What follows belongs to an exercise in optimizing a design on an open flow for small area; a production flow would make more cautious choices. RTL that was checked went through simulation tests only; none was proved equivalent to the original. Power figures rest on the tool's default switching activity, not on a simulated workload.

Design Cubeware, start of the top module:
module Cubeware (
    output io_uart_tx,
    input io_uart_rx,
    output io_i2cs_i0_sda_o,
    input io_i2cs_i0_sda_i,
    output io_i2cs_i0_scl_o,
    input io_i2cs_i0_scl_i,
    output io_i2cs_i1_sda_o,
    input io_i2cs_i1_sda_i,
    output io_i2cs_i1_scl_o,
    input io_i2cs_i1_scl_i,
    output io_i2cs_i2_sda_o,
    input io_i2cs_i2_sda_i,
    output io_i2cs_i2_scl_o,
    input io_i2cs_i2_scl_i,
    output io_i2cs_i3_sda_o,
    input io_i2cs_i3_sda_i,
    output io_i2cs_i3_scl_o,
    input io_i2cs_i3_scl_i,
    output io_resetns_i0,
    output io_resetns_i1,
    output io_resetns_i2,
    output io_resetns_i3,
    output [7 : 0] io_layer_mask,
    output [8 : 0] io_ram_read_address,
    input [7 : 0] io_ram_read_data,
    output [8 : 0] io_ram_write_address,
    output io_ram_write_write,
    output [7 : 0] io_ram_write_data,
    input io_clock,
    input io_reset
);
clock: 10.0 ns
lec_check: 0
cap_margin: 20
core_margin: 2
core_utilization: 70
cts_buf_list: sky130_fd_sc_hd__clkbuf_8
cts_cluster_diameter: 50
cts_cluster_size: 14
place_density: 0.8
slew_margin: 20
standard.sh (not shown) runs the stock make flow with config.mk's settings and CLKGATE_MAP_FILE= SYNTH_SCRIPT=/design/flow/synth_recipe.tcl, a recipe that flattens the netlist after the stock synthesis.
==> flow/flow/run.sh <==
#!/bin/bash
# Own flow: the standard layout, unchanged except that the port buffers
# buffer_ports inserts are the smallest buffer (buf_1) instead of the
# clkdlybuf4s50_1 it picks by default. Every port still gets its buffer.
set -euo pipefail
bash standard.sh "BUFFER_PORTS_ARGS=-buffer_cell sky130_fd_sc_hd__buf_1" finish 2>&1 | tee standard_flow.log
The baseline finished clean.
Edit:
- CTS_BUF_LIST: sky130_fd_sc_hd__clkbuf_8 -> sky130_fd_sc_hd__clkbuf_16
- CTS_CLUSTER_DIAMETER: 50 -> 100
- CTS_CLUSTER_SIZE: 14 -> 30
The new run passed the timing, design-rule and antenna checks.
Design area goes down by 1.0%.
Fmax goes up by 2.4%.
Non-clock buffer count is unchanged.
Die area is unchanged.
Routed wire length goes down by 0.74%.
Setup slack is better by 0.14 ns.
Global-route usage goes down by 0.30 points.
Sequential cell count is unchanged.
Hold slack is better by 0.0062 ns.

* * *

Cubeware, a different RTL version from the one above (not shown whole).
For scale: about 2400 cells after synthesis, roughly 950 flip-flops, roughly 67 I/O pins.
clock: 10.0 ns
lec_check: 0
cap_margin: 20
core_margin: 2
core_utilization: 70
cts_buf_list: sky130_fd_sc_hd__clkbuf_8
cts_cluster_diameter: 100
cts_cluster_size: 18
place_density: 0.8
slew_margin: 20
Scripts as last shown in full above: flow/flow/run.sh
==> next run, changes <==
CTS_BUF_LIST = sky130_fd_sc_hd__clkbuf_16   (was sky130_fd_sc_hd__clkbuf_8)
CTS_CLUSTER_DIAMETER = not set   (was 100)
CTS_CLUSTER_SIZE = not set   (was 18)
Wire length goes up by about 13%.
Core utilization rises by 4.4 points.
Area after synthesis does not change.
==> next run, changes <==
CTS_CLUSTER_DIAMETER = 120   (was not set)
CTS_CLUSTER_SIZE = 32   (was not set)
Result: The new run finished with timing, DRC and antenna clean. Fmax is higher by about 1.5%. Cell area goes down by 5.6%. Clock power decreases by about 50%. Worst setup slack gains 0.092 ns. Power decreases by 20%. Via count went down by about 4%. Global-route usage falls by 2.8 points. Count of clock-buffer cells in the layout came out lower by 54.
==> next run, changes <==
CTS_CLUSTER_DIAMETER = 100   (was 120)
CTS_CLUSTER_SIZE = 30   (was 32)
Outcome: Clock-buffer cell count increases by 3. Design area is about the same. Total power climbs by 0.83%. Worst setup slack improves by 0.078 ns. Combinational power increases by about 2%.

* * *

## JK
Another version of the RTL of Cubeware (not shown whole).
For scale: about 2,400 cells after synthesis, roughly 950 flip-flops, ~32,000 um^2 of cells after synthesis.
==> flow/design.v (excerpt) <==
module Cubeware (
    output io_uart_tx,
    input io_uart_rx,
    output io_i2cs_i0_sda_o,
    input io_i2cs_i0_sda_i,
    output io_i2cs_i0_scl_o,
    input io_i2cs_i0_scl_i,
    output io_i2cs_i1_sda_o,
    input io_i2cs_i1_sda_i,
    output io_i2cs_i1_scl_o,
    input io_i2cs_i1_scl_i,
    output io_i2cs_i2_sda_o,
    input io_i2cs_i2_sda_i,
    output io_i2cs_i2_scl_o,
    input io_i2cs_i2_scl_i,
    output io_i2cs_i3_sda_o,
    input io_i2cs_i3_sda_i,
    output io_i2cs_i3_scl_o,
    input io_i2cs_i3_scl_i,
    output io_resetns_i0,
    output io_resetns_i1,
    output io_resetns_i2,
    output io_resetns_i3,
    output [7 : 0] io_layer_mask,
    output [8 : 0] io_ram_read_address,
    input [7 : 0] io_ram_read_data,
    output [8 : 0] io_ram_write_address,
    output io_ram_write_write,
    output [7 : 0] io_ram_write_data,
    input io_clock,
    input io_reset
);
clock: 10.0 ns
lec_check: 0
cap_margin: 20
core_margin: 2
core_utilization: 70
cts_buf_list: sky130_fd_sc_hd__clkbuf_8 sky130_fd_sc_hd__clkbuf_16
cts_cluster_diameter: 80
cts_cluster_size: 24
place_density: 0.8
slew_margin: 20
run.sh (not shown) runs the stock make flow with config.mk's settings and CLKGATE_MAP_FILE= SYNTH_SCRIPT=/design/flow/synth_recipe.tcl, a recipe that flattens the netlist after the stock synthesis.
Stock flow here: none of the scripts above is used.
Every stage of the flow completed for JK, and the final layout passed the timing, design-rule and antenna checks.
Input changes introduced in MS (baseline for comparison: JK):
Settings: a change of CTS_CLUSTER_SIZE from 24 to 28; a change of CTS_BUF_LIST from sky130_fd_sc_hd__clkbuf_8 sky130_fd_sc_hd__clkbuf_16 to sky130_fd_sc_hd__clkbuf_16; a change of CTS_CLUSTER_DIAMETER from 80 to 60.
==> run notes <==
Compared with JK, in MS hold violation count in the final report roughly the same, routed length on met1 higher, data arrival at the endpoint of the critical path roughly the same. Changes observed in MS relative to JK: share of synthesized area spent on multiplexers stayed essentially flat; wire length on met3 went down by 6.9%; met1 demand-to-capacity share in global routing rose by 0.49 points; worst hold slack shows no meaningful change. The higher first-pass GRT wire length of MS and JK is in JK. Any difference in maximum frequency between JK and MS is small enough to ignore. | combinational share of power | higher: JK |. Core outline area: MS vs JK identical.
No functional check of the RTL was part of any run of this note.

[static timing again, ports no longer ideal]
No port has a modelled driver above. Below, the same layouts with a new extraction and two added sets of constraints.
Step 1 sets driving cells, clkbuf_16 on the clock port and buf_2 on the other inputs (assumed; they add their load-dependent delay and slew).
Step 2 moves the port delays by t, midway between the first and last clock arrival at a register: inputs arrive t later, outputs are due t later. That takes back most of the time a late clock gives input paths.
a / b / c = ideal / step 1 / step 2; a / b = the first two.
run	shift t [ns]	setup slack, ns	worst setup path after step 2	latest minus earliest clock arrival (ns)	cell pins on the clock port's net
the first run of note 1	0.719	4.189 / 4.137 / 4.856	register to output	0.026 / 0.026	1
the second run of note 1	0.647	4.328 / 4.272 / 4.919	register to output	0.050 / 0.050	1
the first run of note 2	0.750	3.570 / 3.517 / 4.267	register to output	0.048 / 0.048	1
the second run of note 2	0.667	3.646 / 3.585 / 4.252	register to output	0.035 / 0.035	1
the third run of note 2	0.661	3.738 / 3.681 / 4.342	register to output	0.038 / 0.038	1
the fourth run of note 2	0.650	3.816 / 3.759 / 4.409	register to output	0.020 / 0.020	1
JK	0.674	3.979 / 3.917 / 4.591	register to output	0.067 / 0.066	1
MS	0.673	3.990 / 3.932 / 4.606	register to output	0.041 / 0.041	1
After both steps setup and hold are still met in every run listed.
